This design comes from an exercise in tuning for small area, a short achievable clock period and few clock cycles per item on the open sky130 flow, not from production work. Function was checked by simulation only, so behaviour that the tests miss may differ from the original.

### flow/config.mk
export PLATFORM = sky130hd
export DESIGN_NAME = fft_insert128
export DESIGN_NICKNAME = fft_insert128
export VERILOG_FILES = /design/flow/design.v
export SDC_FILE = /design/flow/constraint.sdc
export NUM_CORES = 4
export LEC_CHECK = 0
export CAP_MARGIN = 20
export CORE_MARGIN = 2
export CORE_UTILIZATION = 55
export CTS_CLUSTER_DIAMETER = 120
export CTS_CLUSTER_SIZE = 24
export PLACE_DENSITY = 0.65
export SETUP_SLACK_MARGIN = 5
export SLEW_MARGIN = 20
export SYNTH_MEMORY_MAX_BITS = 32768
### flow/constraint.sdc
create_clock -name core_clock -period 10.0 [get_ports {clk}]
set_input_delay 2.0000 -clock core_clock [delete_from_list [all_inputs] [get_ports {clk}]]
set_output_delay 2.0000 -clock core_clock [all_outputs]
set_load 0.01 [all_outputs]
### flow/design.v
module fft_ram_2ports (
  input clk,
  input [29:0] in,
  output [29:0] out
);
reg [30*64-1:0] dl;
assign out = dl[30*64-1 -: 30];
always @(posedge clk) dl <= {dl[30*63-1:0], in};
endmodule
module rom_w(input [5:0] t, output [31:0] w);
function [31:0] wtab; input [5:0] t; begin case (t)
  6'd0: wtab = 32'h7fff0000;
  6'd1: wtab = 32'h7fd88648;
  6'd2: wtab = 32'h7f618c8c;
  6'd3: wtab = 32'h7e9c92c8;
  6'd4: wtab = 32'h7d8998f9;
  6'd5: wtab = 32'h7c299f1a;
  6'd6: wtab = 32'h7a7ca528;
  6'd7: wtab = 32'h7884ab1f;
  6'd8: wtab = 32'h7641b0fb;
  6'd9: wtab = 32'h73b5b6ba;
  6'd10: wtab = 32'h70e2bc56;
  6'd11: wtab = 32'h6dc9c1ce;
  6'd12: wtab = 32'h6a6dc71c;
  6'd13: wtab = 32'h66cfcc3f;
  6'd14: wtab = 32'h62f1d133;
  6'd15: wtab = 32'h5ed7d5f5;
  6'd16: wtab = 32'h5a82da82;
  6'd17: wtab = 32'h55f5ded7;
  6'd18: wtab = 32'h5133e2f1;
  6'd19: wtab = 32'h4c3fe6cf;
  6'd20: wtab = 32'h471cea6d;
  6'd21: wtab = 32'h41ceedc9;
  6'd22: wtab = 32'h3c56f0e2;
  6'd23: wtab = 32'h36baf3b5;
  6'd24: wtab = 32'h30fbf641;
  6'd25: wtab = 32'h2b1ff884;
  6'd26: wtab = 32'h2528fa7c;
  6'd27: wtab = 32'h1f1afc29;
  6'd28: wtab = 32'h18f9fd89;
  6'd29: wtab = 32'h12c8fe9c;
  6'd30: wtab = 32'h0c8cff61;
  6'd31: wtab = 32'h0648ffd8;
  6'd32: wtab = 32'h0000ffff;
  6'd33: wtab = 32'h8648ffd8;
  6'd34: wtab = 32'h8c8cff61;
  6'd35: wtab = 32'h92c8fe9c;
  6'd36: wtab = 32'h98f9fd89;
  6'd37: wtab = 32'h9f1afc29;
  6'd38: wtab = 32'ha528fa7c;
  6'd39: wtab = 32'hab1ff884;
  6'd40: wtab = 32'hb0fbf641;
  6'd41: wtab = 32'hb6baf3b5;
  6'd42: wtab = 32'hbc56f0e2;
  6'd43: wtab = 32'hc1ceedc9;
  6'd44: wtab = 32'hc71cea6d;
  6'd45: wtab = 32'hcc3fe6cf;
  6'd46: wtab = 32'hd133e2f1;
  6'd47: wtab = 32'hd5f5ded7;
  6'd48: wtab = 32'hda82da82;
  6'd49: wtab = 32'hded7d5f5;
  6'd50: wtab = 32'he2f1d133;
  6'd51: wtab = 32'he6cfcc3f;
  6'd52: wtab = 32'hea6dc71c;
  6'd53: wtab = 32'hedc9c1ce;
  6'd54: wtab = 32'hf0e2bc56;
  6'd55: wtab = 32'hf3b5b6ba;
  6'd56: wtab = 32'hf641b0fb;
  6'd57: wtab = 32'hf884ab1f;
  6'd58: wtab = 32'hfa7ca528;
  6'd59: wtab = 32'hfc299f1a;
  6'd60: wtab = 32'hfd8998f9;
  6'd61: wtab = 32'hfe9c92c8;
  6'd62: wtab = 32'hff618c8c;
  6'd63: wtab = 32'hffd88648;
  default: wtab = 32'h0; endcase end endfunction
assign w = wtab(t);
endmodule
module mult16x16_cpx #(parameter S = 2) (
  input clk,
  input [6:0] p,           
  input [31:0] in,
  input [31:0] ine,        
  input [31:0] ino,        
  output reg [31:0] out
);
function [15:0] f;
  input [15:0] v;
  integer i;
  begin
    if (!v[15] && v[14:0] != 15'd0)
      for (i = 0; i < 16; i = i + 1) f[i] = v[i] ^ ((v & ((16'd1 << i) - 16'd1)) == 16'd0);
    else if (v == 16'h8000) f = 16'h8001;
    else f = v;
  end
endfunction
function [15:0] g;
  input [15:0] v;
  integer i;
  begin
    if (v[15]) g = ~v;
    else for (i = 0; i < 16; i = i + 1) g[i] = ~v[i] ^ ((v & ((16'd1 << i) - 16'd1)) == 16'd0);
  end
endfunction
function [15:0] sat;
  input [32:0] v;
  begin
    if (v[32:30] == 3'b000 || v[32:30] == 3'b111) sat = v[30:15];
    else sat = v[32] ? 16'h8000 : 16'h7fff;
  end
endfunction
wire [15:0] br = in[31:16], bi = in[15:0];
generate if (S == 2) begin : s2
  wire [31:0] te = {f(ine[31:16]), f(ine[15:0])};
  wire [31:0] to = {f(ino[15:0]), g(ino[31:16])};
  always @(posedge clk)
    if (!p[5]) out <= in;
    else if (!p[6]) out <= te;
    else out <= to;
end else begin : s3
  reg [31:0] a1, a2, a3;
  reg m3;
  reg [32:0] ku3, kv3;
  reg [1:0] m1, m2;              
  reg w32;
  reg signed [17:0] u1, v1;
  reg [32:0] us, uc, vs, vc;
  wire signed [15:0] sbr = br, sbi = bi;
  wire signed [17:0] sm = sbr + sbi, df = sbi - sbr;
  wire signed [17:0] nsm = -sm;
  wire [32:0] ue = {{15{u1[17]}}, u1};
  wire [32:0] ve = {{15{v1[17]}}, v1};
  wire [32:0] ua = ue << 14, ub = ue << 13, ucn = ~(ue << 11), ud = ue << 9, uf = ue << 7, ug = ue << 1;
  wire [32:0] va = ve << 14, vb = ve << 13, vcn = ~(ve << 11), vd = ve << 9, vf = ve << 7, vg = ve << 1;
  wire [32:0] one = 33'd1;
  wire [32:0] ux1 = ua ^ ub ^ ucn, uy1 = ((ua & ub) | (ua & ucn) | (ub & ucn)) << 1;
  wire [32:0] ux2 = ud ^ uf ^ ug, uy2 = ((ud & uf) | (ud & ug) | (uf & ug)) << 1;
  wire [32:0] ux3 = ux1 ^ uy1 ^ ux2, uy3 = ((ux1 & uy1) | (ux1 & ux2) | (uy1 & ux2)) << 1;
  wire [32:0] ux4 = ux3 ^ uy3 ^ uy2, uy4 = ((ux3 & uy3) | (ux3 & uy2) | (uy3 & uy2)) << 1;
  wire [32:0] ux5 = ux4 ^ uy4 ^ one, uy5 = ((ux4 & uy4) | (ux4 & one) | (uy4 & one)) << 1;
  wire [32:0] vx1 = va ^ vb ^ vcn, vy1 = ((va & vb) | (va & vcn) | (vb & vcn)) << 1;
  wire [32:0] vx2 = vd ^ vf ^ vg, vy2 = ((vd & vf) | (vd & vg) | (vf & vg)) << 1;
  wire [32:0] vx3 = vx1 ^ vy1 ^ vx2, vy3 = ((vx1 & vy1) | (vx1 & vx2) | (vy1 & vx2)) << 1;
  wire [32:0] vx4 = vx3 ^ vy3 ^ vy2, vy4 = ((vx3 & vy3) | (vx3 & vy2) | (vy3 & vy2)) << 1;
  wire [32:0] vx5 = vx4 ^ vy4 ^ one, vy5 = ((vx4 & vy4) | (vx4 & one) | (vy4 & one)) << 1;
  wire [32:0] ku = us + uc, kv = vs + vc;
  wire [15:0] ar1 = a1[31:16], ai1 = a1[15:0];
  always @(posedge clk) begin
    a1 <= in;
    m1 <= !p[4] ? 2'd0 : !p[6] ? 2'd1 : p[5] ? 2'd3 : 2'd2;
    w32 <= p[5];
    u1 <= p[5] ? df : sm;
    v1 <= p[5] ? nsm : df;
    if (m1 == 2'd0) a2 <= a1;
    else if (!w32) a2 <= {f(ar1), f(ai1)};
    else a2 <= {f(ai1), g(ar1)};
    m2 <= m1;
    us <= ux5; uc <= uy5; vs <= vx5; vc <= vy5;
    a3 <= a2; m3 <= m2[1];
    ku3 <= ku; kv3 <= kv;
    if (m3) out <= {sat(ku3), sat(kv3)};
    else out <= a3;
  end
end endgenerate
endmodule
module macc2 (
  input clk,
  input [15:0] x1, input [23:0] d1,
  input [15:0] x2, input [23:0] d2,
  output [32:0] mac
);
wire [16:0] xe1 = {x1[15], x1};
wire [16:0] pp1_0 = (({17{d1[1]}} & xe1) | ({17{d1[0]}} & {x1, 1'b0})) ^ {17{d1[2]}};
wire [16:0] pp1_1 = (({17{d1[4]}} & xe1) | ({17{d1[3]}} & {x1, 1'b0})) ^ {17{d1[5]}};
wire [16:0] pp1_2 = (({17{d1[7]}} & xe1) | ({17{d1[6]}} & {x1, 1'b0})) ^ {17{d1[8]}};
wire [16:0] pp1_3 = (({17{d1[10]}} & xe1) | ({17{d1[9]}} & {x1, 1'b0})) ^ {17{d1[11]}};
wire [16:0] pp1_4 = (({17{d1[13]}} & xe1) | ({17{d1[12]}} & {x1, 1'b0})) ^ {17{d1[14]}};
wire [16:0] pp1_5 = (({17{d1[16]}} & xe1) | ({17{d1[15]}} & {x1, 1'b0})) ^ {17{d1[17]}};
wire [16:0] pp1_6 = (({17{d1[19]}} & xe1) | ({17{d1[18]}} & {x1, 1'b0})) ^ {17{d1[20]}};
wire [16:0] pp1_7 = (({17{d1[22]}} & xe1) | ({17{d1[21]}} & {x1, 1'b0})) ^ {17{d1[23]}};
wire [16:0] xe2 = {x2[15], x2};
wire [16:0] pp2_0 = (({17{d2[1]}} & xe2) | ({17{d2[0]}} & {x2, 1'b0})) ^ {17{d2[2]}};
wire [16:0] pp2_1 = (({17{d2[4]}} & xe2) | ({17{d2[3]}} & {x2, 1'b0})) ^ {17{d2[5]}};
wire [16:0] pp2_2 = (({17{d2[7]}} & xe2) | ({17{d2[6]}} & {x2, 1'b0})) ^ {17{d2[8]}};
wire [16:0] pp2_3 = (({17{d2[10]}} & xe2) | ({17{d2[9]}} & {x2, 1'b0})) ^ {17{d2[11]}};
wire [16:0] pp2_4 = (({17{d2[13]}} & xe2) | ({17{d2[12]}} & {x2, 1'b0})) ^ {17{d2[14]}};
wire [16:0] pp2_5 = (({17{d2[16]}} & xe2) | ({17{d2[15]}} & {x2, 1'b0})) ^ {17{d2[17]}};
wire [16:0] pp2_6 = (({17{d2[19]}} & xe2) | ({17{d2[18]}} & {x2, 1'b0})) ^ {17{d2[20]}};
wire [16:0] pp2_7 = (({17{d2[22]}} & xe2) | ({17{d2[21]}} & {x2, 1'b0})) ^ {17{d2[23]}};
wire [32:0] tar1 = {1'b0, 1'b0, 1'b0, 1'b0, 1'b0, 1'b0, 1'b0, 1'b0, 1'b0, 1'b0, 1'b0, 1'b0, 1'b0, 1'b0, 1'b0, 1'b0, ~pp1_0[16], pp1_0[15], pp1_0[14], pp1_0[13], pp1_0[12], pp1_0[11], pp1_0[10], pp1_0[9], pp1_0[8], pp1_0[7], pp1_0[6], pp1_0[5], pp1_0[4], pp1_0[3], pp1_0[2], pp1_0[1], pp1_0[0]};
wire [32:0] tar2 = {1'b0, 1'b0, 1'b0, 1'b0, 1'b0, 1'b0, 1'b0, 1'b0, 1'b0, 1'b0, 1'b0, 1'b0, 1'b0, 1'b0, ~pp1_1[16], pp1_1[15], pp1_1[14], pp1_1[13], pp1_1[12], pp1_1[11], pp1_1[10], pp1_1[9], pp1_1[8], pp1_1[7], pp1_1[6], pp1_1[5], pp1_1[4], pp1_1[3], pp1_1[2], pp1_1[1], pp1_1[0], 1'b0, d1[2]};
wire [32:0] tar3 = {1'b0, 1'b0, 1'b0, 1'b0, 1'b0, 1'b0, 1'b0, 1'b0, 1'b0, 1'b0, 1'b0, 1'b0, ~pp1_2[16], pp1_2[15], pp1_2[14], pp1_2[13], pp1_2[12], pp1_2[11], pp1_2[10], pp1_2[9], pp1_2[8], pp1_2[7], pp1_2[6], pp1_2[5], pp1_2[4], pp1_2[3], pp1_2[2], pp1_2[1], pp1_2[0], 1'b0, d1[5], 1'b0, 1'b0};
wire [32:0] tar4 = {1'b0, 1'b0, 1'b0, 1'b0, 1'b0, 1'b0, 1'b0, 1'b0, 1'b0, 1'b0, ~pp1_3[16], pp1_3[15], pp1_3[14], pp1_3[13], pp1_3[12], pp1_3[11], pp1_3[10], pp1_3[9], pp1_3[8], pp1_3[7], pp1_3[6], pp1_3[5], pp1_3[4], pp1_3[3], pp1_3[2], pp1_3[1], pp1_3[0], 1'b0, d1[8], 1'b0, 1'b0, 1'b0, 1'b0};
wire [32:0] tar5 = {1'b0, 1'b0, 1'b0, 1'b0, 1'b0, 1'b0, 1'b0, 1'b0, ~pp1_4[16], pp1_4[15], pp1_4[14], pp1_4[13], pp1_4[12], pp1_4[11], pp1_4[10], pp1_4[9], pp1_4[8], pp1_4[7], pp1_4[6], pp1_4[5], pp1_4[4], pp1_4[3], pp1_4[2], pp1_4[1], pp1_4[0], 1'b0, d1[11], 1'b0, 1'b0, 1'b0, 1'b0, 1'b0, 1'b0};
wire [32:0] tar6 = {1'b0, 1'b0, 1'b0, 1'b0, 1'b0, 1'b0, ~pp1_5[16], pp1_5[15], pp1_5[14], pp1_5[13], pp1_5[12], pp1_5[11], pp1_5[10], pp1_5[9], pp1_5[8], pp1_5[7], pp1_5[6], pp1_5[5], pp1_5[4], pp1_5[3], pp1_5[2], pp1_5[1], pp1_5[0], 1'b0, d1[14], 1'b0, 1'b0, 1'b0, 1'b0, 1'b0, 1'b0, 1'b0, 1'b0};
wire [32:0] tar7 = {1'b0, 1'b0, 1'b0, 1'b0, ~pp1_6[16], pp1_6[15], pp1_6[14], pp1_6[13], pp1_6[12], pp1_6[11], pp1_6[10], pp1_6[9], pp1_6[8], pp1_6[7], pp1_6[6], pp1_6[5], pp1_6[4], pp1_6[3], pp1_6[2], pp1_6[1], pp1_6[0], 1'b0, d1[17], 1'b0, 1'b0, 1'b0, 1'b0, 1'b0, 1'b0, 1'b0, 1'b0, 1'b0, 1'b0};
wire [32:0] tar8 = {1'b0, 1'b0, ~pp1_7[16], pp1_7[15], pp1_7[14], pp1_7[13], pp1_7[12], pp1_7[11], pp1_7[10], pp1_7[9], pp1_7[8], pp1_7[7], pp1_7[6], pp1_7[5], pp1_7[4], pp1_7[3], pp1_7[2], pp1_7[1], pp1_7[0], 1'b0, d1[20], 1'b0, 1'b0, 1'b0, 1'b0, 1'b0, 1'b0, 1'b0, 1'b0, 1'b0, 1'b0, 1'b0, 1'b0};
wire [32:0] tar9 = {1'b0, 1'b0, 1'b0, 1'b0, 1'b0, 1'b0, 1'b0, 1'b0, 1'b0, 1'b0, 1'b0, 1'b0, 1'b0, 1'b0, 1'b0, 1'b0, 1'b0, 1'b0, d1[23], 1'b0, 1'b0, 1'b0, 1'b0, 1'b0, 1'b0, 1'b0, 1'b0, 1'b0, 1'b0, 1'b0, 1'b0, 1'b0, 1'b0};
wire [32:0] tas10 = tar1 ^ tar2 ^ tar3;
wire [32:0] tac11 = ((tar1 & tar2) | (tar1 & tar3) | (tar2 & tar3)) << 1;
wire [32:0] tas12 = tar4 ^ tar5 ^ tar6;
wire [32:0] tac13 = ((tar4 & tar5) | (tar4 & tar6) | (tar5 & tar6)) << 1;
wire [32:0] tas14 = tar7 ^ tar8 ^ tar9;
wire [32:0] tac15 = ((tar7 & tar8) | (tar7 & tar9) | (tar8 & tar9)) << 1;
wire [32:0] tas16 = tas10 ^ tac11 ^ tas12;
wire [32:0] tac17 = ((tas10 & tac11) | (tas10 & tas12) | (tac11 & tas12)) << 1;
wire [32:0] tas18 = tac13 ^ tas14 ^ tac15;
wire [32:0] tac19 = ((tac13 & tas14) | (tac13 & tac15) | (tas14 & tac15)) << 1;
wire [32:0] tas20 = tas16 ^ tac17 ^ tas18;
wire [32:0] tac21 = ((tas16 & tac17) | (tas16 & tas18) | (tac17 & tas18)) << 1;
wire [32:0] tas22 = tas20 ^ tac21 ^ tac19;
wire [32:0] tac23 = ((tas20 & tac21) | (tas20 & tac19) | (tac21 & tac19)) << 1;
wire [32:0] tbr24 = {1'b0, 1'b0, 1'b0, 1'b0, 1'b0, 1'b0, 1'b0, 1'b0, 1'b0, 1'b0, 1'b0, 1'b0, 1'b0, 1'b0, 1'b0, 1'b0, ~pp2_0[16], pp2_0[15], pp2_0[14], pp2_0[13], pp2_0[12], pp2_0[11], pp2_0[10], pp2_0[9], pp2_0[8], pp2_0[7], pp2_0[6], pp2_0[5], pp2_0[4], pp2_0[3], pp2_0[2], pp2_0[1], pp2_0[0]};
wire [32:0] tbr25 = {1'b0, 1'b0, 1'b0, 1'b0, 1'b0, 1'b0, 1'b0, 1'b0, 1'b0, 1'b0, 1'b0, 1'b0, 1'b0, 1'b0, ~pp2_1[16], pp2_1[15], pp2_1[14], pp2_1[13], pp2_1[12], pp2_1[11], pp2_1[10], pp2_1[9], pp2_1[8], pp2_1[7], pp2_1[6], pp2_1[5], pp2_1[4], pp2_1[3], pp2_1[2], pp2_1[1], pp2_1[0], 1'b0, d2[2]};
wire [32:0] tbr26 = {1'b0, 1'b0, 1'b0, 1'b0, 1'b0, 1'b0, 1'b0, 1'b0, 1'b0, 1'b0, 1'b0, 1'b0, ~pp2_2[16], pp2_2[15], pp2_2[14], pp2_2[13], pp2_2[12], pp2_2[11], pp2_2[10], pp2_2[9], pp2_2[8], pp2_2[7], pp2_2[6], pp2_2[5], pp2_2[4], pp2_2[3], pp2_2[2], pp2_2[1], pp2_2[0], 1'b0, d2[5], 1'b0, 1'b0};
wire [32:0] tbr27 = {1'b0, 1'b0, 1'b0, 1'b0, 1'b0, 1'b0, 1'b0, 1'b0, 1'b0, 1'b0, ~pp2_3[16], pp2_3[15], pp2_3[14], pp2_3[13], pp2_3[12], pp2_3[11], pp2_3[10], pp2_3[9], pp2_3[8], pp2_3[7], pp2_3[6], pp2_3[5], pp2_3[4], pp2_3[3], pp2_3[2], pp2_3[1], pp2_3[0], 1'b0, d2[8], 1'b0, 1'b0, 1'b0, 1'b0};
wire [32:0] tbr28 = {1'b0, 1'b0, 1'b0, 1'b0, 1'b0, 1'b0, 1'b0, 1'b0, ~pp2_4[16], pp2_4[15], pp2_4[14], pp2_4[13], pp2_4[12], pp2_4[11], pp2_4[10], pp2_4[9], pp2_4[8], pp2_4[7], pp2_4[6], pp2_4[5], pp2_4[4], pp2_4[3], pp2_4[2], pp2_4[1], pp2_4[0], 1'b0, d2[11], 1'b0, 1'b0, 1'b0, 1'b0, 1'b0, 1'b0};
wire [32:0] tbr29 = {1'b0, 1'b0, 1'b0, 1'b0, 1'b0, 1'b0, ~pp2_5[16], pp2_5[15], pp2_5[14], pp2_5[13], pp2_5[12], pp2_5[11], pp2_5[10], pp2_5[9], pp2_5[8], pp2_5[7], pp2_5[6], pp2_5[5], pp2_5[4], pp2_5[3], pp2_5[2], pp2_5[1], pp2_5[0], 1'b0, d2[14], 1'b0, 1'b0, 1'b0, 1'b0, 1'b0, 1'b0, 1'b0, 1'b0};
wire [32:0] tbr30 = {1'b0, 1'b0, 1'b0, 1'b0, ~pp2_6[16], pp2_6[15], pp2_6[14], pp2_6[13], pp2_6[12], pp2_6[11], pp2_6[10], pp2_6[9], pp2_6[8], pp2_6[7], pp2_6[6], pp2_6[5], pp2_6[4], pp2_6[3], pp2_6[2], pp2_6[1], pp2_6[0], 1'b0, d2[17], 1'b0, 1'b0, 1'b0, 1'b0, 1'b0, 1'b0, 1'b0, 1'b0, 1'b0, 1'b0};
wire [32:0] tbr31 = {1'b0, 1'b0, ~pp2_7[16], pp2_7[15], pp2_7[14], pp2_7[13], pp2_7[12], pp2_7[11], pp2_7[10], pp2_7[9], pp2_7[8], pp2_7[7], pp2_7[6], pp2_7[5], pp2_7[4], pp2_7[3], pp2_7[2], pp2_7[1], pp2_7[0], 1'b0, d2[20], 1'b0, 1'b0, 1'b0, 1'b0, 1'b0, 1'b0, 1'b0, 1'b0, 1'b0, 1'b0, 1'b0, 1'b0};
wire [32:0] tbr32 = {1'b0, 1'b0, 1'b0, 1'b0, 1'b0, 1'b0, 1'b0, 1'b0, 1'b0, 1'b0, 1'b0, 1'b0, 1'b0, 1'b0, 1'b0, 1'b0, 1'b0, 1'b0, d2[23], 1'b0, 1'b0, 1'b0, 1'b0, 1'b0, 1'b0, 1'b0, 1'b0, 1'b0, 1'b0, 1'b0, 1'b0, 1'b0, 1'b0};
wire [32:0] tbs33 = tbr24 ^ tbr25 ^ tbr26;
wire [32:0] tbc34 = ((tbr24 & tbr25) | (tbr24 & tbr26) | (tbr25 & tbr26)) << 1;
wire [32:0] tbs35 = tbr27 ^ tbr28 ^ tbr29;
wire [32:0] tbc36 = ((tbr27 & tbr28) | (tbr27 & tbr29) | (tbr28 & tbr29)) << 1;
wire [32:0] tbs37 = tbr30 ^ tbr31 ^ tbr32;
wire [32:0] tbc38 = ((tbr30 & tbr31) | (tbr30 & tbr32) | (tbr31 & tbr32)) << 1;
wire [32:0] tbs39 = tbs33 ^ tbc34 ^ tbs35;
wire [32:0] tbc40 = ((tbs33 & tbc34) | (tbs33 & tbs35) | (tbc34 & tbs35)) << 1;
wire [32:0] tbs41 = tbc36 ^ tbs37 ^ tbc38;
wire [32:0] tbc42 = ((tbc36 & tbs37) | (tbc36 & tbc38) | (tbs37 & tbc38)) << 1;
wire [32:0] tbs43 = tbs39 ^ tbc40 ^ tbs41;
wire [32:0] tbc44 = ((tbs39 & tbc40) | (tbs39 & tbs41) | (tbc40 & tbs41)) << 1;
wire [32:0] tbs45 = tbs43 ^ tbc44 ^ tbc42;
wire [32:0] tbc46 = ((tbs43 & tbc44) | (tbs43 & tbc42) | (tbc44 & tbc42)) << 1;
reg [32:0] q0, q1, q2, q3;
always @(posedge clk) begin
  q0 <= tas22;
  q1 <= tac23;
  q2 <= tbs45;
  q3 <= tbc46;
end
wire [32:0] mr47 = q0;
wire [32:0] mr48 = q1;
wire [32:0] mr49 = q2;
wire [32:0] mr50 = q3;
wire [32:0] mr51 = 33'h155560000;
wire [32:0] ms52 = mr47 ^ mr48 ^ mr49;
wire [32:0] mc53 = ((mr47 & mr48) | (mr47 & mr49) | (mr48 & mr49)) << 1;
wire [32:0] ms54 = ms52 ^ mc53 ^ mr50;
wire [32:0] mc55 = ((ms52 & mc53) | (ms52 & mr50) | (mc53 & mr50)) << 1;
wire [32:0] ms56 = ms54 ^ mc55 ^ mr51;
wire [32:0] mc57 = ((ms54 & mc55) | (ms54 & mr51) | (mc55 & mr51)) << 1;
reg [32:0] z1, z2;
always @(posedge clk) begin
  z1 <= ms56; z2 <= mc57;
end
assign mac = z1 + z2;
endmodule
module booth_enc (input s, input [14:0] m, output [23:0] d);
wire [17:0] e = {2'b00, m, 1'b0};
genvar j;
generate for (j = 0; j < 8; j = j + 1) begin : g
  wire b0 = e[2*j], b1 = e[2*j+1], b2 = e[2*j+2];
  wire one = b1 ^ b0;
  wire two = (b2 & ~b1 & ~b0) | (~b2 & b1 & b0);
  wire ng = b2 & ~(b1 & b0);
  assign d[3*j+2 -: 3] = {(one | two) & (ng ^ s), one, two};
end endgenerate
endmodule
module fft_ram_ad #(parameter I = 0, parameter J = 6) (
  input clk,
  input [6:0] p,           
  input [31:0] in,
  output [31:0] out
);
localparam L = (1 << J) - (1 << I);
reg [32*L-1:0] bf;
wire [31:0] bo = bf[32*L-1 -: 32];
wire sel = p[J] & ~p[I];
assign out = sel ? in : bo;
always @(posedge clk) begin
  bf <= {bf[32*L-33:0], sel ? bo : in};
end
endmodule
module radix_2 (
  input clk,
  input [6:0] p,           
  input [31:0] in,
  output reg [31:0] out
);
function [15:0] sat;
  input [32:0] v;
  begin
    if (v[32:30] == 3'b000 || v[32:30] == 3'b111) sat = v[30:15];
    else sat = v[32] ? 16'h8000 : 16'h7fff;
  end
endfunction
wire [6:0] pn = p + 7'd1;
wire [5:0] t = {pn[1], pn[2], pn[3], pn[4], pn[5], pn[6]};
wire [31:0] wn;
rom_w rom(.t(t), .w(wn));
reg [31:0] w;            
reg ph;                  
always @(posedge clk) begin
  w <= wn;
  ph <= pn[0];
end
reg [31:0] a_hold, a_r, a_r2, a_r3, b_r, bh;
reg [15:0] xa, xb;       
reg wsr, wsi;
reg [14:0] wmr, wmi;
reg [23:0] y1d, y2d;     
reg n1s, n2s;
reg [14:0] n1m, n2m;     
wire [23:0] n1d, n2d;
booth_enc be1(.s(n1s), .m(n1m), .d(n1d));
booth_enc be2(.s(n2s), .m(n2m), .d(n2d));
reg [32:0] pa, pb;
wire [32:0] mac;
macc2 mc(.clk(clk), .x1(xa), .d1(y1d), .x2(xb), .d2(y2d), .mac(mac));
wire signed [15:0] tr = sat(pa), ti = sat(pb);
wire signed [15:0] ar = a_r3[31:16], ai = a_r3[15:0];
wire signed [16:0] sr = ar + tr, si = ai + ti, dr = ar - tr, di = ai - ti;
always @(*)
  if (ph) begin
    n1s = w[31]; n1m = w[30:16]; n2s = ~w[15]; n2m = w[14:0];
  end else begin
    n1s = wsi; n1m = wmi; n2s = wsr; n2m = wmr;
  end
always @(posedge clk) begin
  if (!ph) a_hold <= in;
  if (ph) begin
    xa <= in[31:16]; xb <= in[15:0];
    wsr <= w[31]; wmr <= w[30:16]; wsi <= w[15]; wmi <= w[14:0];
  end else begin
    xa <= b_r[31:16]; xb <= b_r[15:0];
  end
  y1d <= n1d; y2d <= n2d;
  if (ph) begin
    b_r <= in; a_r <= a_hold;
    a_r2 <= a_r; a_r3 <= a_r2;
    pb <= mac;
  end else
    pa <= mac;
  if (!ph) begin
    out <= {sr[16:1], si[16:1]};
    bh <= {dr[16:1], di[16:1]};
  end else
    out <= bh;
end
endmodule
module tw_mult2 #(parameter S = 4) (
  input clk,
  input [6:0] p,           
  input [31:0] in,
  output [31:0] out
);
localparam DB = 7 - S;
localparam D = 1 << DB;
localparam L = D + 5;
function [15:0] sat;
  input [32:0] v;
  begin
    if (v[32:30] == 3'b000 || v[32:30] == 3'b111) sat = v[30:15];
    else sat = v[32] ? 16'h8000 : 16'h7fff;
  end
endfunction
wire [6:0] pn = p + 7'd1;
wire [DB:0] rn = {~pn[DB], pn[DB-1:0]};
wire [DB-1:0] kn = rn[DB:1];                
wire [DB-1:0] kwn = rn[DB:1] - 2'd2;        
wire [5:0] pr6 = {pn[1], pn[2], pn[3], pn[4], pn[5], pn[6]};
wire [5:0] t = (pr6 & ((6'd1 << (S - 1)) - 6'd1)) << (7 - S);
wire [31:0] wn;
rom_w rom(.t(t), .w(wn));
reg r0, rodd;                  
reg [D-1:0] rsel;              
reg [L-1:0] wsel;              
reg [31:0] w;                  
integer m;
always @(posedge clk) begin
  r0 <= rn == 0;
  rodd <= rn[0];
  for (m = 0; m < D; m = m + 1) rsel[m] <= !rn[0] && kn == m;
  for (m = 0; m < L; m = m + 1) wsel[m] <= rn[0] && m == kwn + 5;
  w <= wn;
end
reg [32*L-1:0] line;
assign out = line[32*L-1 -: 32];
reg [31:0] bsrc;
always @(*) begin
  bsrc = in;
  for (m = 1; m < D; m = m + 1)
    if (rsel[m]) bsrc = line[32*(m-1) +: 32];
end
reg [31:0] b_r;
reg [15:0] xa, xb;       
reg wsr, wsi;
reg [14:0] wmr, wmi;
reg [23:0] y1d, y2d;     
reg n1s, n2s;
reg [14:0] n1m, n2m;     
wire [23:0] n1d, n2d;
booth_enc be1(.s(n1s), .m(n1m), .d(n1d));
booth_enc be2(.s(n2s), .m(n2m), .d(n2d));
reg [32:0] pa, pb;
wire [32:0] mac;
macc2 mc(.clk(clk), .x1(xa), .d1(y1d), .x2(xb), .d2(y2d), .mac(mac));
wire [31:0] res = {sat(pa), sat(pb)};
always @(*)
  if (r0) begin
    n1s = w[31]; n1m = w[30:16]; n2s = ~w[15]; n2m = w[14:0];
  end else if (rodd) begin
    n1s = wsi; n1m = wmi; n2s = wsr; n2m = wmr;
  end else begin
    n1s = wsr; n1m = wmr; n2s = ~wsi; n2m = wmi;
  end
always @(posedge clk) begin
  if (!rodd) b_r <= bsrc;
  if (r0) begin
    xa <= bsrc[31:16]; xb <= bsrc[15:0];
    wsr <= w[31]; wmr <= w[30:16]; wsi <= w[15]; wmi <= w[14:0];
  end else if (rodd) begin
    xa <= b_r[31:16]; xb <= b_r[15:0];
  end else begin
    xa <= bsrc[31:16]; xb <= bsrc[15:0];
  end
  y1d <= n1d; y2d <= n2d;
  if (rodd) pa <= mac;
  else pb <= mac;
  line[31:0] <= in;
  for (m = 1; m < L; m = m + 1)
    line[32*m +: 32] <= wsel[m] ? res : line[32*(m-1) +: 32];
end
endmodule
module butterfly2 #(parameter D = 8, parameter R = 1) (
  input clk,
  input bsel,
  input [31:0] in,
  output [31:0] out
);
reg [32*D-1:0] dl;
wire [31:0] a = dl[32*D-1 -: 32];
wire signed [15:0] ar = a[31:16], ai = a[15:0];
wire signed [15:0] tr = in[31:16], ti = in[15:0];
wire signed [16:0] sr = ar + tr;
wire signed [16:0] si = ai + ti;
wire signed [16:0] dr = ar - tr;
wire signed [16:0] di = ai - ti;
wire [31:0] dl_in = bsel ? {dr[16:1], di[16:1]} : in;
wire [31:0] o = bsel ? {sr[16:1], si[16:1]} : a;
reg [31:0] o_r;
assign out = R ? o_r : o;
always @(posedge clk) begin
  if (D == 1) dl <= dl_in;
  else dl <= {dl[32*D-33:0], dl_in};
  o_r <= o;
end
endmodule
module fft_128_ctr #(parameter LAST = 321, parameter OUT0 = 194) (
  input clk,
  input rst,
  input ce,
  output reg [9:0] cnt,
  output reg oe
);
reg running;
always @(posedge clk or negedge rst)
  if (!rst) begin
    running <= 1'b0;
    cnt <= 10'd0;
  end else if (ce && !running) begin
    running <= 1'b1;
    cnt <= 10'd1;
  end else if (running) begin
    cnt <= cnt + 10'd1;
    if (cnt == LAST) begin
      running <= 1'b0;
      cnt <= 10'd0;
    end
  end
always @(posedge clk or negedge rst)
  if (!rst) oe <= 1'b0;
  else if (!running) oe <= 1'b0;
  else if (cnt == OUT0) oe <= 1'b1;
endmodule
`timescale 1ns / 1ps
module fft_insert128(
  input clk,
  input rst,
  input ce,
  input [31:0] din,
  output oe,
  output reg [31:0] dout
);
localparam T2 = 1;              
localparam C2 = T2 + 1;         
localparam T3 = C2 + 33;
localparam C3 = T3 + 4;
localparam T4 = C3 + 16;
localparam C4 = T4 + 13;
localparam T5 = C4 + 8;
localparam C5 = T5 + 9;
localparam T6 = C5 + 4;
localparam C6 = T6 + 7;
localparam T7 = C6 + 2;
localparam R1 = T7 + 7;
localparam R2 = R1 + 63;
localparam R3 = R2 + 30;
localparam RO = R3 + 12;        
localparam LAST = RO + 127;
wire [9:0] cnt;
fft_128_ctr #(.LAST(LAST), .OUT0(RO)) ctr (
  .clk(clk), .rst(rst), .ce(ce), .cnt(cnt), .oe(oe));
function [6:0] pos;
  input [9:0] c;
  input integer t;
  reg [9:0] d;
  begin
    d = c - t;
    pos = d[6:0];
  end
endfunction
reg [31:0] xin;
always @(posedge clk) xin <= din;
wire [29:0] xh = {xin[31:17], xin[15:1]};
wire [29:0] xrep;
fft_ram_2ports replay(.clk(clk), .in(xh), .out(xrep));
reg [6:0] p2;
wire [29:0] s1 = p2[6] ? xrep : xh;
wire [31:0] s1w = {s1[29], s1[29:15], s1[14], s1[14:0]};
wire [31:0] xhw = {xh[29], xh[29:15], xh[14], xh[14:0]};
wire [31:0] xrw = {xrep[29], xrep[29:15], xrep[14], xrep[14:0]};
wire [31:0] t2o, c2o, t3o, c3o, t4o, c4o, t5o, c5o, t6o, c6o, s7o, r1o, r2o, r3o;
reg [6:0] pc2, pt3, pc3, pt4, pc4, pt5, pc5, pt6, pc6, pt7, pr1, pr2, pr3;
always @(posedge clk) begin
  p2 <= pos(cnt, T2 - 1);
  pc2 <= pos(cnt, C2 - 1); pt3 <= pos(cnt, T3 - 1); pc3 <= pos(cnt, C3 - 1);
  pt4 <= pos(cnt, T4 - 1); pc4 <= pos(cnt, C4 - 1); pt5 <= pos(cnt, T5 - 1);
  pc5 <= pos(cnt, C5 - 1); pt6 <= pos(cnt, T6 - 1); pc6 <= pos(cnt, C6 - 1);
  pt7 <= pos(cnt, T7 - 1); pr1 <= pos(cnt, R1 - 1); pr2 <= pos(cnt, R2 - 1);
  pr3 <= pos(cnt, R3 - 1);
end
mult16x16_cpx #(.S(2)) tw2 (.clk(clk), .p(p2), .in(s1w), .ine(xhw), .ino(xrw), .out(t2o));
butterfly2 #(.D(32)) bf2 (.clk(clk), .bsel(pc2[5]), .in(t2o), .out(c2o));
mult16x16_cpx #(.S(3)) tw3 (.clk(clk), .p(pt3), .in(c2o), .ine(32'd0), .ino(32'd0), .out(t3o));
butterfly2 #(.D(16), .R(0)) bf3 (.clk(clk), .bsel(pc3[4]), .in(t3o), .out(c3o));
tw_mult2 #(.S(4)) tw4 (.clk(clk), .p(pt4), .in(c3o), .out(t4o));
butterfly2 #(.D(8), .R(0)) bf4 (.clk(clk), .bsel(pc4[3]), .in(t4o), .out(c4o));
tw_mult2 #(.S(5)) tw5 (.clk(clk), .p(pt5), .in(c4o), .out(t5o));
butterfly2 #(.D(4), .R(0)) bf5 (.clk(clk), .bsel(pc5[2]), .in(t5o), .out(c5o));
tw_mult2 #(.S(6)) tw6 (.clk(clk), .p(pt6), .in(c5o), .out(t6o));
butterfly2 #(.D(2), .R(0)) bf6 (.clk(clk), .bsel(pc6[1]), .in(t6o), .out(c6o));
radix_2 st7 (.clk(clk), .p(pt7), .in(c6o), .out(s7o));
fft_ram_ad #(.I(0), .J(6)) sw1 (.clk(clk), .p(pr1), .in(s7o), .out(r1o));
fft_ram_ad #(.I(1), .J(5)) sw2 (.clk(clk), .p(pr2), .in(r1o), .out(r2o));
fft_ram_ad #(.I(2), .J(4)) sw3 (.clk(clk), .p(pr3), .in(r2o), .out(r3o));
always @(posedge clk) dout <= r3o;
endmodule
### flow/run.sh
#!/bin/bash
# synth_recipe.tcl (not shown) runs the flow's synth.tcl, then flattens the netlist and writes it again
# the make line also repeats each setting of config.mk as NAME=value (left out here)
make -C /OpenROAD-flow-scripts/flow DESIGN_CONFIG=/design/flow/config.mk WORK_HOME=/design/flow/orfs CLKGATE_MAP_FILE= SYNTH_SCRIPT=/design/flow/synth_recipe.tcl finish
==> results.py, run 1 <==
metrics = {
    "cts": {
        "clock_sinks": 10400,
        "cts.path.max_buffers": 4,
        "cts_buffers": 476,
        "worst_skew_pair.late_latency_ps": 1080,
        "post_cts_buffers": 0,
        "cts_hold_buf": 0,
        "clkTransAtPathRegs_ps": 100,
        "clock-root-buffer": "clkbuf_16",
        "htreeDepth": 5,
        "cts-resized-gates": 0,
        "cts_tree": "yes",
    },
    "synthesis": {
        "synth_xor_area_frac": 0.0431,
        "synth_mux_area_frac": 0.0355,
        "synth_top_family_by_area": "adder cells",
        "ys_ff_latch": 10400,
        "synthAdderAreaFrac": 0.116,
        "synth_cells": 24700,
        "synth_edf_count": 545,
        "syn_area_um2": 323000,
        "synth_simple_gate_area_share": 0.0416,
        "yosysWarnings": 19,
        "synth_cell_type_count": 103,
        "synth-seq-area-share": 0.664,
        "postSynthAreaPerCell_um2": 13.1,
        "ys.flop_type": "dfxtp_1",
        "async_reset_ff_frac": 0.00115,
        "synth_compound_area_frac": 0.0674,
    },
    "setup_path": {
        "worstPathMaxFanout": 13,
        "crit_arrival_ps": 5580,
        "critical_path_required_ps": 10920,
        "reg2reg_slack_ps": 5340,
        "r2r_end": "st7.out[13]$_DFF_P_",
        "crit_type": "flop to flop",
        "critPathCaptureType": "flop",
        "critPathLaunchType": "flop",
        "reg2reg_from": "st7.pb[32]$_DFFE_PP_",
        "reg2reg_depth": 15,
    },
    "final_layout": {
        "fill_cells": 46500,
        "final_common_cell": "dfxtp_1",
        "layout-drive-gt1-share": 0.0645,
        "post-route-util": 0.587,
        "area_delta_synth_final_pct": 6.44,
        "layout.nets": 26700,
        "mostFrequentLayoutCells": "dfxtp_1 (9846), inv_1 (1637), ha_1 (1411)",
    },
    "grt": {
        "top_usage_layer": "met2",
        "use_met3": 0.0198,
        "grt_first_pass_wirelength_um": 914000,
        "grt_max_degree": 152,
        "antenna_found_initial": 27,
        "grtUsageTotal": 0.193,
        "grt_pass1_vias": 163000,
        "grt.met1_usage": 0.255,
        "use_met2": 0.330,
        "gr-total-overflow": 0,
    },
    "floorplanning": {
        "die_h_um": 770,
        "die_x_um": 770,
        "io_pins": 68,
        "fp.coreArea_um2": 585000,
        "dieArea_um2": 593000,
        "initial_utilization": 0.552,
        "rows": 281,
    },
    "drt": {
        "first_pass_iters": 6,
        "drc": 0,
        "wl_um": 578000,
        "vias_per_cell": 5.02,
        "num_vias": 162000,
        "final_antenna_net_count": 0,
        "routedWlPerCell_um": 17.9,
        "drt_iter0_markers": 9766,
    },
    "run": {
        "cap_violations": 0,
    },
    "timing": {
        "fin_crit_ps": 4660,
        "slew_headroom": 0.151,
        "final.setup_skew_ps": 105,
        "setup_viol": 0,
        "hold_viol_final": 0,
        "report.final.slew_viol_count": 0,
        "setup_tns_ps": 0,
        "rsz0062_at_grt": "no",
        "worstMarginPinSlew_ps": 1260,
        "fin_crit_sh": 0.466,
        "clock.fmax_ghz": 0.215,
    },
    "hold_path": {
        "min_path_cells": 0,
        "hold_class": "flop to flop",
        "hp-start": "sw2.bf[297]$_DFF_P_",
        "hold_end": "sw2.bf[329]$_DFF_P_",
    },
    "status": {
        "outcome": "finished clean",
    },
    "placement": {
        "place.gp.congestion": 0.858,
        "portBuffers": 65,
        "dp_hpwl_um": 400000,
    },
}
cell usage after synthesis, types with 178 or more instances:
cell type  instances  area share
dfxtp_1         9877        0.61
inv_1           1639       0.019
ha_1            1411       0.055
nor2_1          1299       0.015
xnor2_1         1089       0.030
nand2_1         1055       0.012
fa_1             996       0.062
clkbuf_1         955       0.011
a22oi_1          949       0.022
a21oi_1          793       0.012
mux2_2           790       0.028
o21ai_0          678       0.011
edfxtp_1         545       0.051
xor2_1           498       0.014
mux2i_1          253      0.0078
nor3_1           178      0.0028
worst max-delay path, stage by stage, from the launching register on:
cell and delay, ps:
edfxtp_1 530, inv_1 170, a21oi_1 740, nor2_1 220, fa_1 480, a21o_1 210
a21oi_1 260, o21bai_1 110, a21oi_1 220, o21bai_1 100, a21oi_1 230, nor2b_1 100
o31ai_1 410, a2111oi_0 250, o21a_1 230, o31ai_1 290
flip-flops by register name (all words and copies together) (netlist names), 64 cells and up:
register / cells
sw3.bf: 384
bf2.dl: 1024
tw6.line: 224
sw2.bf: 960
bf6.dl: 64
bf3.dl: 512
replay.dl: 1920
bf4.dl: 256
sw1.bf: 2016
tw4.line: 416
tw5.line: 288
bf5.dl: 128
routing by layer:
metal,vias to the layer above,wire length [µm]
met3,989,20700
met5,-,7
met1,78300,260000
li1,79700,-
met4,2,20800
met2,2873,277000
final cells by class:
cell class	count	area, µm²	share of cell area
Antenna cell	31	77.6	0.000226
Clock buffer	565	12300	0.0357
Clock inverter	37	931	0.00271
Inverter	1659	6230	0.0181
Multi-Input combinational cell	11500	98300	0.286
Sequential cell	10400	214000	0.624
Tap cell	7782	9740	0.0283
Timing Repair Buffer	197	1680	0.00489
metrics by stage:
step                      setup WS, ps  hold WS [ps]  instance area, µm²  cells
after floorplan                   4780           310              323000  24700
after global placement            5440           310              330000  31600
after detailed placement          5400           312              330000  31600
after CTS                         5370           239              344000  32200
after global routing              5070           256              344000  32200
final                             5340           253              344000  32200
worst max path at each step:
stage | startpoint | to | slack, ps | cells after the start
global route | st7.pb[32]$_DFFE_PP_ | st7.bh[15]$_DFFE_PN_ | 5070 | 15
finish | st7.pb[32]$_DFFE_PP_ | st7.out[13]$_DFF_P_ | 5340 | 15
global placement | st7.pb[32]$_DFFE_PP_ | st7.out[14]$_DFF_P_ | 5440 | 15
CTS | st7.pb[32]$_DFFE_PP_ | st7.out[13]$_DFF_P_ | 5370 | 15
detailed placement | st7.pb[32]$_DFFE_PP_ | st7.out[13]$_DFF_P_ | 5400 | 15
floorplan | st7.ph$_DFF_P_ | tw5.xb[6]$_DFF_P_ | 4780 | 8
cells by family after synthesis:
logic type,Yosys count
simple gates,3124
xor+xnor,1588
other cells,1
buf+inv,2750
flops,10400
fa+ha+maj,2407
mux,1044
compound gates,3357
Testbench counts, summed over its fixed seeds: cycles 16,312, frames 48.
==> inputs of run 2 (changes only) <==
--- a/flow/design.v
+++ b/flow/design.v
@@ -320,5 +320,5 @@
 wire [32:0] mac;
 macc2 mc(.clk(clk), .x1(xa), .d1(y1d), .x2(xb), .d2(y2d), .mac(mac));
-wire signed [15:0] tr = sat(pa), ti = sat(pb);
+reg signed [15:0] tr, ti;
 wire signed [15:0] ar = a_r3[31:16], ai = a_r3[15:0];
 wire signed [16:0] sr = ar + tr, si = ai + ti, dr = ar - tr, di = ai - ti;
@@ -342,7 +342,10 @@
     a_r2 <= a_r; a_r3 <= a_r2;
     pb <= mac;
-  end else
+    tr <= sat(pa);
+  end else begin
     pa <= mac;
-  if (!ph) begin
+    ti <= sat(pb);
+  end
+  if (ph) begin
     out <= {sr[16:1], si[16:1]};
     bh <= {dr[16:1], di[16:1]};
@@ -408,5 +411,5 @@
 wire [32:0] mac;
 macc2 mc(.clk(clk), .x1(xa), .d1(y1d), .x2(xb), .d2(y2d), .mac(mac));
-wire [31:0] res = {sat(pa), sat(pb)};
+wire [31:0] res = {sat(pb), sat(pa)};    
 always @(*)
   if (r0) begin
@@ -428,6 +431,6 @@
   end
   y1d <= n1d; y2d <= n2d;
-  if (rodd) pa <= mac;
-  else pb <= mac;
+  pa <= mac;
+  pb <= pa;
   line[31:0] <= in;
   for (m = 1; m < L; m = m + 1)
@@ -481,7 +484,6 @@
     end
   end
-always @(posedge clk or negedge rst)
-  if (!rst) oe <= 1'b0;
-  else if (!running) oe <= 1'b0;
+always @(posedge clk)
+  if (!running) oe <= 1'b0;
   else if (cnt == OUT0) oe <= 1'b1;
 endmodule
@@ -506,5 +508,5 @@
 localparam C6 = T6 + 7;
 localparam T7 = C6 + 2;
-localparam R1 = T7 + 7;
+localparam R1 = T7 + 8;
 localparam R2 = R1 + 63;
 localparam R3 = R2 + 30;
==> run 2 against run 1 <==
Effect of this change: cell count grew 0.29%; maximum frequency grew 9.9%; count of clock-buffer cells in the layout fell by 10; die area rose by 0.30%; design area is 0.24% higher; routed wire length rose by 1.9%; hold slack improved by 4.4 ps; worst setup slack better by 420 ps.
==> results.py, run 2 <==
metrics = {
    "cts": {
        "htreeDepth": 5,
        "cts_tree": "yes",
        "worst_skew_pair.late_latency_ps": 1120,
        "clock_sinks": 10500,
        "clkTransAtPathRegs_ps": 100,
        "cts_buffers": 478,
        "post_cts_buffers": 0,
        "cts-resized-gates": 0,
        "clock-root-buffer": "clkbuf_16",
        "cts.path.max_buffers": 4,
        "cts_hold_buf": 0,
    },
    "timing": {
        "rsz0062_at_grt": "no",
        "hold_viol_final": 0,
        "report.final.slew_viol_count": 0,
        "setup_tns_ps": 0,
        "fin_crit_ps": 4240,
        "final.setup_skew_ps": 115,
        "worstMarginPinSlew_ps": 1180,
        "slew_headroom": 0.212,
        "hold_slack_ps": 257,
        "clock.fmax_ghz": 0.236,
        "fin_crit_sh": 0.424,
        "setup_viol": 0,
    },
    "drt": {
        "wl_um": 589000,
        "vias_per_cell": 5.02,
        "first_pass_iters": 9,
        "final_antenna_net_count": 0,
        "drt_iter0_markers": 8772,
        "num_vias": 162000,
        "drc": 0,
        "routedWlPerCell_um": 18.2,
    },
    "hold_path": {
        "hold_class": "flop to flop",
    },
    "grt": {
        "grtUsageTotal": 0.196,
        "use_met3": 0.0203,
        "grt_first_pass_wirelength_um": 920000,
        "grt.met1_usage": 0.260,
        "antenna_found_initial": 27,
        "top_usage_layer": "met2",
        "gr-total-overflow": 0,
        "use_met2": 0.335,
        "grt_pass1_vias": 161000,
        "grt_max_degree": 99,
    },
    "synthesis": {
        "synth-seq-area-share": 0.661,
        "synth_cell_type_count": 104,
        "synthTopCellsByCount": "dfxtp_1 (9984), inv_1 (1611), ha_1 (1411)",
        "ys_top_cells_by_area": "dfxtp_1 (62%), fa_1 (6.2%), ha_1 (5.5%)",
        "async_reset_ff_frac": 0.00105,
        "synth_cells": 24800,
        "synth_top_area_cell": "dfxtp_1",
        "syn_area_um2": 324000,
        "yosysWarnings": 19,
        "postSynthAreaPerCell_um2": 13.0,
        "synth_most_common_cell": "dfxtp_1",
        "synth_edf_count": 469,
        "synth_top_area_share": 0.617,
        "ys_ff_latch": 10500,
        "ys.flop_type": "dfxtp_1",
    },
    "placement": {
        "portBuffers": 65,
        "place.gp.congestion": 0.857,
        "dp_hpwl_um": 413000,
    },
    "final_layout": {
        "largest_register_ffs": 2016,
        "largest-register": "sw1.bf",
        "layout-drive-gt1-share": 0.0635,
        "area_delta_synth_final_pct": 6.38,
        "layout.nets": 26800,
        "final_common_cell": "dfxtp_1",
        "top_regs": "sw1.bf: 2016 flops, replay.dl: 1920 flops, bf2.dl: 1024 flops",
        "mostFrequentLayoutCells": "dfxtp_1 (9951), inv_1 (1609), ha_1 (1411)",
        "fill_cells": 46600,
    },
    "setup_path": {
        "critPathLaunchType": "flop",
        "cp_top_family": "simple AND/OR/NAND/NOR gates",
        "crit_slowest_cell": "nor3b_1",
        "crit_arrival_ps": 5190,
        "critical_path_required_ps": 10950,
        "path_cells": "inv_1, ha_1, nor3b_1, and4b_1, nor2b_1, nand2b_1, or3_1, nor2_1, inv_1, ha_1, nor2b_1, buf_4, a22oi_1, a21oi_1, o21ai_0",
        "critPathCaptureType": "flop",
        "crit_path_max_incr_delay_ps": 530,
        "crit_buf_inv": 3,
        "crit_type": "flop to flop",
        "worstPathMaxFanout": 15,
    },
    "floorplanning": {
        "die_h_um": 771,
        "initial_utilization": 0.553,
        "dieArea_um2": 595000,
        "io_pins": 68,
        "rows": 281,
        "die_x_um": 771,
        "fp.coreArea_um2": 586000,
    },
    "status": {
        "outcome": "finished clean",
    },
    "run": {
        "cap_violations": 0,
    },
}
run 2: cell count changes in the layout (fill, tap and decap cells not counted), sizes merged, moves of 30 or more:
cell | previous run | this run
dfxtp | 9877 | 9984
edfxtp | 545 | 469
inv | 1658 | 1627
mux2i | 253 | 300
nand2 | 1055 | 1025
nor2 | 1299 | 1256
nor2b | 75 | 105
o21ai | 736 | 678
o31ai | 115 | 83
run 2: final cells by class:
cell class | instances | area [µm²] | share of cell area
Tap cell | 7782 | 9740 | 0.0283
Clock buffer | 555 | 12300 | 0.0356
Antenna cell | 39 | 97.6 | 0.000283
Inverter | 1625 | 6100 | 0.0177
Clock inverter | 40 | 912 | 0.00265
Multi-Input combinational cell | 11600 | 99500 | 0.289
Timing Repair Buffer | 193 | 1640 | 0.00477
Sequential cell | 10500 | 214000 | 0.622
run 2: cell families (layout without fill, tap and decap cells):
family / Yosys count / count (layout) / synth area share
AOI/OAI and AO/OA: 3393 / 3393 / 0.0684
DFF: 10500 / 10500 / 0.661
xor gates and xnor gates: 1622 / 1622 / 0.0439
buffers and inverters: 2738 / 2413 / 0.0318
and+or+nand+nor: 3124 / 3124 / 0.0422
muxes: 1075 / 1075 / 0.0363
other: 1 / 44 / 0.0000116
adders and majority gates: 2407 / 2407 / 0.116
run 2: metal layers:
| layer | vias up | part of all wire |
|---|---|---|
| li1 | 80200 | - |
| met2 | 2910 | 0.48 |
| met5 | - | 0 |
| met4 | 0 | 0.035 |
| met1 | 78400 | 0.45 |
| met3 | 971 | 0.037 |
run 2: path summary, 6_finish.rpt:
check / startpoint / end / slack (ps) / cells after the start
min in group asynchronous: rst / ctr.cnt[8]$_DFFE_PN0P_ / 1290 / 1
min: bf4.dl[181]$_DFF_P_ / bf4.dl[213]$_DFF_P_ / 260 / 0
max reg2reg: tw3.s3.a1[16]$_DFF_P_ / tw3.s3.a2[17]$_DFF_P_ / 5760 / 15
min reg2reg: bf4.dl[181]$_DFF_P_ / bf4.dl[213]$_DFF_P_ / 260 / 0
max: tw3.s3.a1[16]$_DFF_P_ / tw3.s3.a2[17]$_DFF_P_ / 5760 / 15
max in group asynchronous: rst / ctr.cnt[4]$_DFFE_PN0P_ / 8310 / 1
run 2: per-stage QoR:
| stage | utilization | cell area [µm²] | cells | setup slack, ps |
|---|---|---|---|---|
| 2_1_floorplan | - | 324000 | 24800 | 5260 |
| 3_3_place_gp | 0.565 | 331000 | 31700 | 5840 |
| 3_5_place_dp | 0.565 | 331000 | 31700 | 5830 |
| 4_1_cts | 0.588 | 344000 | 32300 | 5610 |
| 5_1_grt | 0.588 | 345000 | 32300 | 5430 |
| 6_report | 0.588 | 345000 | 32300 | 5760 |
run 2: worst register-to-register path: cells and delay by family (launching register included):
family,cells,cell delay [ps]
adder cells (fa/ha/maj),2,590
flip-flops,1,380
buffers and inverters,3,420
AND/OR/NAND/NOR,7,2240
AO/OA/AOI/OAI,3,500
Testbench counts of run 2, summed over its fixed seeds: cycles 16,360, frames 48.
==> inputs of run 3 (changes only) <==
--- a/flow/design.v
+++ b/flow/design.v
@@ -288,5 +288,5 @@
   input [6:0] p,           
   input [31:0] in,
-  output reg [31:0] out
+  output [31:0] out
 );
 function [15:0] sat;
@@ -323,4 +323,5 @@
 wire signed [15:0] ar = a_r3[31:16], ai = a_r3[15:0];
 wire signed [16:0] sr = ar + tr, si = ai + ti, dr = ar - tr, di = ai - ti;
+assign out = ph ? {sr[16:1], si[16:1]} : bh;
 always @(*)
   if (ph) begin
@@ -347,9 +348,5 @@
     ti <= sat(pb);
   end
-  if (ph) begin
-    out <= {sr[16:1], si[16:1]};
-    bh <= {dr[16:1], di[16:1]};
-  end else
-    out <= bh;
+  if (ph) bh <= {dr[16:1], di[16:1]};
 end
 endmodule
@@ -438,5 +435,5 @@
 end
 endmodule
-module butterfly2 #(parameter D = 8, parameter R = 1) (
+module butterfly2 #(parameter D = 8, parameter R = 1, parameter NB = 16) (
   input clk,
   input bsel,
@@ -444,6 +441,8 @@
   output [31:0] out
 );
-reg [32*D-1:0] dl;
-wire [31:0] a = dl[32*D-1 -: 32];
+localparam WB = 2 * NB;
+reg [WB*D-1:0] dl;
+wire [WB-1:0] at = dl[WB*D-1 -: WB];
+wire [31:0] a = {{(16-NB){at[WB-1]}}, at[WB-1:NB], {(16-NB){at[NB-1]}}, at[NB-1:0]};
 wire signed [15:0] ar = a[31:16], ai = a[15:0];
 wire signed [15:0] tr = in[31:16], ti = in[15:0];
@@ -452,5 +451,6 @@
 wire signed [16:0] dr = ar - tr;
 wire signed [16:0] di = ai - ti;
-wire [31:0] dl_in = bsel ? {dr[16:1], di[16:1]} : in;
+wire [31:0] dl_w = bsel ? {dr[16:1], di[16:1]} : in;
+wire [WB-1:0] dl_in = {dl_w[16+NB-1:16], dl_w[NB-1:0]};
 wire [31:0] o = bsel ? {sr[16:1], si[16:1]} : a;
 reg [31:0] o_r;
@@ -458,5 +458,5 @@
 always @(posedge clk) begin
   if (D == 1) dl <= dl_in;
-  else dl <= {dl[32*D-33:0], dl_in};
+  else dl <= {dl[WB*D-WB-1:0], dl_in};
   o_r <= o;
 end
@@ -508,5 +508,5 @@
 localparam C6 = T6 + 7;
 localparam T7 = C6 + 2;
-localparam R1 = T7 + 8;
+localparam R1 = T7 + 7;
 localparam R2 = R1 + 63;
 localparam R3 = R2 + 30;
@@ -546,5 +546,5 @@
 end
 mult16x16_cpx #(.S(2)) tw2 (.clk(clk), .p(p2), .in(s1w), .ine(xhw), .ino(xrw), .out(t2o));
-butterfly2 #(.D(32)) bf2 (.clk(clk), .bsel(pc2[5]), .in(t2o), .out(c2o));
+butterfly2 #(.D(32), .NB(15)) bf2 (.clk(clk), .bsel(pc2[5]), .in(t2o), .out(c2o));
 mult16x16_cpx #(.S(3)) tw3 (.clk(clk), .p(pt3), .in(c2o), .ine(32'd0), .ino(32'd0), .out(t3o));
 butterfly2 #(.D(16), .R(0)) bf3 (.clk(clk), .bsel(pc3[4]), .in(t3o), .out(c3o));
==> flow/flow/run.sh (new file) <==
#!/bin/bash
# The standard layout (the standard.sh, all steps, standard synthesis),
# with two changes to how the layout is optimised:
#  - repair_timing aims at 6.7 ns of setup slack (SETUP_SLACK_MARGIN), so
#    paths are sized for a shorter period than the 10 ns constraint;
#  - the port buffers that buffer_ports inserts on every input and output
#    are sky130_fd_sc_hd__buf_4 (BUFFER_PORTS_ARGS).
# The full output of the flow goes to standard.log in this folder (ORFS
# also keeps each step's log under orfs/logs/).
set -euo pipefail
export SETUP_SLACK_MARGIN=6.7
export BUFFER_PORTS_ARGS="-buffer_cell sky130_fd_sc_hd__buf_4"
bash standard.sh > standard.log 2>&1
==> flow/standard.sh (new file) <==
#!/bin/bash
# synth_recipe.tcl (not shown) runs the flow's synth.tcl, then flattens the netlist and writes it again
# the make line also repeats each setting of config.mk as NAME=value (left out here)
make -C /OpenROAD-flow-scripts/flow DESIGN_CONFIG=/design/flow/config.mk WORK_HOME=/design/flow/orfs CLKGATE_MAP_FILE= SYNTH_SCRIPT=/design/flow/synth_recipe.tcl "${@:-finish}"
--- a/flow/config.mk
+++ b/flow/config.mk
@@ -12,5 +12,4 @@
 export CTS_CLUSTER_SIZE = 24
 export PLACE_DENSITY = 0.65
-export SETUP_SLACK_MARGIN = 5
 export SLEW_MARGIN = 20
 export SYNTH_MEMORY_MAX_BITS = 32768
removed: flow/run.sh
==> run 3 against run 2 <==
Effect of this change: the layout now fails its checks (antenna violations); critical path depth shrank 14; synthesized cell count down 0.46%; clock skew fell by 22 ps; worst setup slack improved by 680 ps; die area is 0.66% lower; maximum frequency grew 19%; critical path type is now flop to primary output; highest routed layer is now met5.
==> results.py, run 3 <==
metrics = {
    "status": {
        "outcome": "finished with violations",
        "so.violations": "antenna violations",
    },
    "grt": {
        "gr-total-overflow": 0,
        "grtUsageTotal": 0.201,
        "grt_first_pass_wirelength_um": 937000,
        "grt_pass1_vias": 162000,
        "grt_max_degree": 99,
        "antenna_found_initial": 30,
    },
    "setup_path": {
        "cp_top_family": "flip-flops",
        "critical_path_required_ps": 8000,
        "critPathCaptureType": "primary output",
        "reg2reg_depth": 15,
        "path_cells": "buf_6",
        "path_depth": 1,
        "crit_path_max_incr_delay_ps": 350,
        "crit_slowest_cell": "dfxtp_2",
        "crit_arrival_ps": 1560,
        "crit_buf_inv": 1,
        "worstPathMaxFanout": 2,
        "critPathLaunchType": "flop",
        "crit_type": "flop to primary output",
    },
    "synthesis": {
        "synth_top_area_share": 0.615,
        "syn_area_um2": 322000,
        "synth-seq-area-share": 0.660,
        "ys.flop_type": "dfxtp_1",
        "ys_ff_latch": 10400,
        "async_reset_ff_frac": 0.00106,
        "synth_cell_type_count": 99,
        "yosysWarnings": 19,
        "postSynthAreaPerCell_um2": 13.0,
        "synth_most_common_cell": "dfxtp_1",
        "synthTopCellsByCount": "dfxtp_1 (9890), inv_1 (1631), ha_1 (1409)",
        "synth_cells": 24700,
        "synth_top_area_cell": "dfxtp_1",
        "synth_edf_count": 469,
        "ys_top_cells_by_area": "dfxtp_1 (62%), fa_1 (6.2%), ha_1 (5.5%)",
    },
    "timing": {
        "rsz0062_at_grt": "yes",
        "hold_viol_final": 0,
        "setup_tns_ps": 0,
        "hold_slack_ps": 265,
        "fin_crit_sh": 0.356,
        "worstMarginPinSlew_ps": 1260,
        "report.final.slew_viol_count": 0,
        "slew_headroom": 0.158,
        "postLayoutSetupSlackWorst_ps": 6440,
        "fin_crit_ps": 3560,
        "final.setup_skew_ps": 92.4,
        "clock.fmax_ghz": 0.281,
        "setup_viol": 0,
    },
    "placement": {
        "dp_hpwl_um": 418000,
        "place.gp.congestion": 0.870,
        "post_dp_cell_area_um2": 329000,
        "portBuffers": 65,
        "dp_worst_setup_slack_ps": 5990,
    },
    "drt": {
        "num_vias": 163000,
        "drt_iter0_markers": 9114,
        "final_antenna_net_count": 1,
        "wl_um": 605000,
        "routedWlPerCell_um": 18.7,
        "vias_per_cell": 5.04,
        "first_pass_iters": 7,
        "drc": 0,
    },
    "final_layout": {
        "design_area_um2": 345000,
        "final_common_cell": "dfxtp_1",
        "area_delta_synth_final_pct": 7.38,
        "top_regs": "sw1.bf: 2016 flops, replay.dl: 1920 flops",
        "layout.nets": 26800,
        "largest-register": "sw1.bf",
        "layout-drive-gt1-share": 0.0947,
        "largest_register_ffs": 2016,
        "mostFrequentLayoutCells": "dfxtp_1 (9521), inv_1 (1624), ha_1 (1365)",
    },
    "floorplanning": {
        "dieArea_um2": 591000,
        "fp.coreArea_um2": 582000,
        "die_x_um": 769,
        "rows": 280,
        "io_pins": 68,
        "die_h_um": 769,
        "initial_utilization": 0.553,
    },
    "cts": {
        "clkTransAtPathRegs_ps": 100,
        "cts_tree": "yes",
        "cts_buffers": 473,
        "cts_hold_buf": 0,
        "cts.path.max_buffers": 4,
        "clock-root-buffer": "clkbuf_16",
        "clock_sinks": 10400,
        "htreeDepth": 5,
        "worst_skew_pair.late_latency_ps": 1080,
    },
    "hold_path": {
        "min_path_cells": 0,
        "hold_class": "flop to flop",
    },
    "run": {
        "cap_violations": 0,
    },
}
-- run 3: per-stage QoR --
| step | utilization | instances |
|---|---|---|
| floorplan | - | 24700 |
| global placement | 0.565 | 31600 |
| detailed placement | 0.565 | 31600 |
| CTS | 0.591 | 32200 |
| global route | 0.593 | 32300 |
| finish | 0.593 | 32300 |
-- run 3: final cells by class --
class | count | area [µm²]
Fill cell | 46200 | 237000
Sequential cell | 10400 | 213000
Multi-Input combinational cell | 11600 | 101000
Clock buffer | 554 | 12200
Tap cell | 7755 | 9700
Inverter | 1649 | 6200
Timing Repair Buffer | 267 | 2350
Clock inverter | 35 | 757
Antenna cell | 67 | 168
-- run 3: kinds of logic after synthesis --
family | synth area share
flip-flops | 0.660
AO/OA/AOI/OAI | 0.0689
AND/OR/NAND/NOR | 0.0422
buffers and inverters | 0.0322
adder cells (fa/ha/maj) | 0.117
XOR/XNOR | 0.0440
multiplexers | 0.0358
other | 0.0000117
-- run 3: repair_timing --
action	in CTS	in global routing
endpoints found under the setup margin	465	441
pin swaps	42	71
setup buffers	33	26
resized for setup	499	345
gates cloned	1	1
-- run 3: path summary, 6_finish.rpt --
check	end	slack (ps)	start
max	oe	6440	ctr.oe$_SDFFE_PN0N_
min	bf2.dl[682]$_DFF_P_	270	bf2.dl[652]$_DFF_P_
max reg2reg	tw3.s3.a2[22]$_DFF_P_	6640	tw3.s3.a1[17]$_DFF_P_
min reg2reg	bf2.dl[682]$_DFF_P_	270	bf2.dl[652]$_DFF_P_
max in group asynchronous	ctr.cnt[8]$_DFFE_PN0P_	9120	rst
min in group asynchronous	ctr.cnt[2]$_DFFE_PN0P_	730	rst
-- run 3: routing by layer --
| metal | part of all wire | wire, µm | up-vias | track usage |
|---|---|---|---|---|
| met4 | 0.038 | 23200 | 2 | 0.0693 |
| met1 | 0.45 | 274000 | 78900 | 0.270 |
| met3 | 0.038 | 22900 | 939 | 0.0212 |
| met2 | 0.47 | 285000 | 2981 | 0.339 |
| li1 | - | - | 80000 | - |
| met5 | 0.000033 | 20 | - | 0 |
Testbench counts of run 3, summed over its fixed seeds: cycles 16,312, frames 48.

re-timing with driven ports:
No port has a modelled driver above. Below, the same layouts with a new extraction and two added sets of constraints.
Step 1 sets driving cells, clkbuf_16 on the clock port and buf_2 on the other inputs (assumed; they add their load-dependent delay and slew).
Step 2 times the ports against the registers' clock, not the clock port: input delays grow and output delays shrink by t, the midpoint of the rising clock arrivals with the driver on.
Slacks: no drivers / after step 1 / after step 2; pairs: no drivers / after step 1.
run	t (ns)	slack for setup (ns)	latest minus earliest clock arrival (ns)	worst data-port slew with drivers (ns)
run 1	1.168	5.343 / 5.343 / 5.343	0.112 / 0.112	0.41
run 2	1.188	5.762 / 5.669 / 5.762	0.126 / 0.126	0.21
run 3	1.163	6.444 / 6.316 / 6.644	0.100 / 0.099	0.13
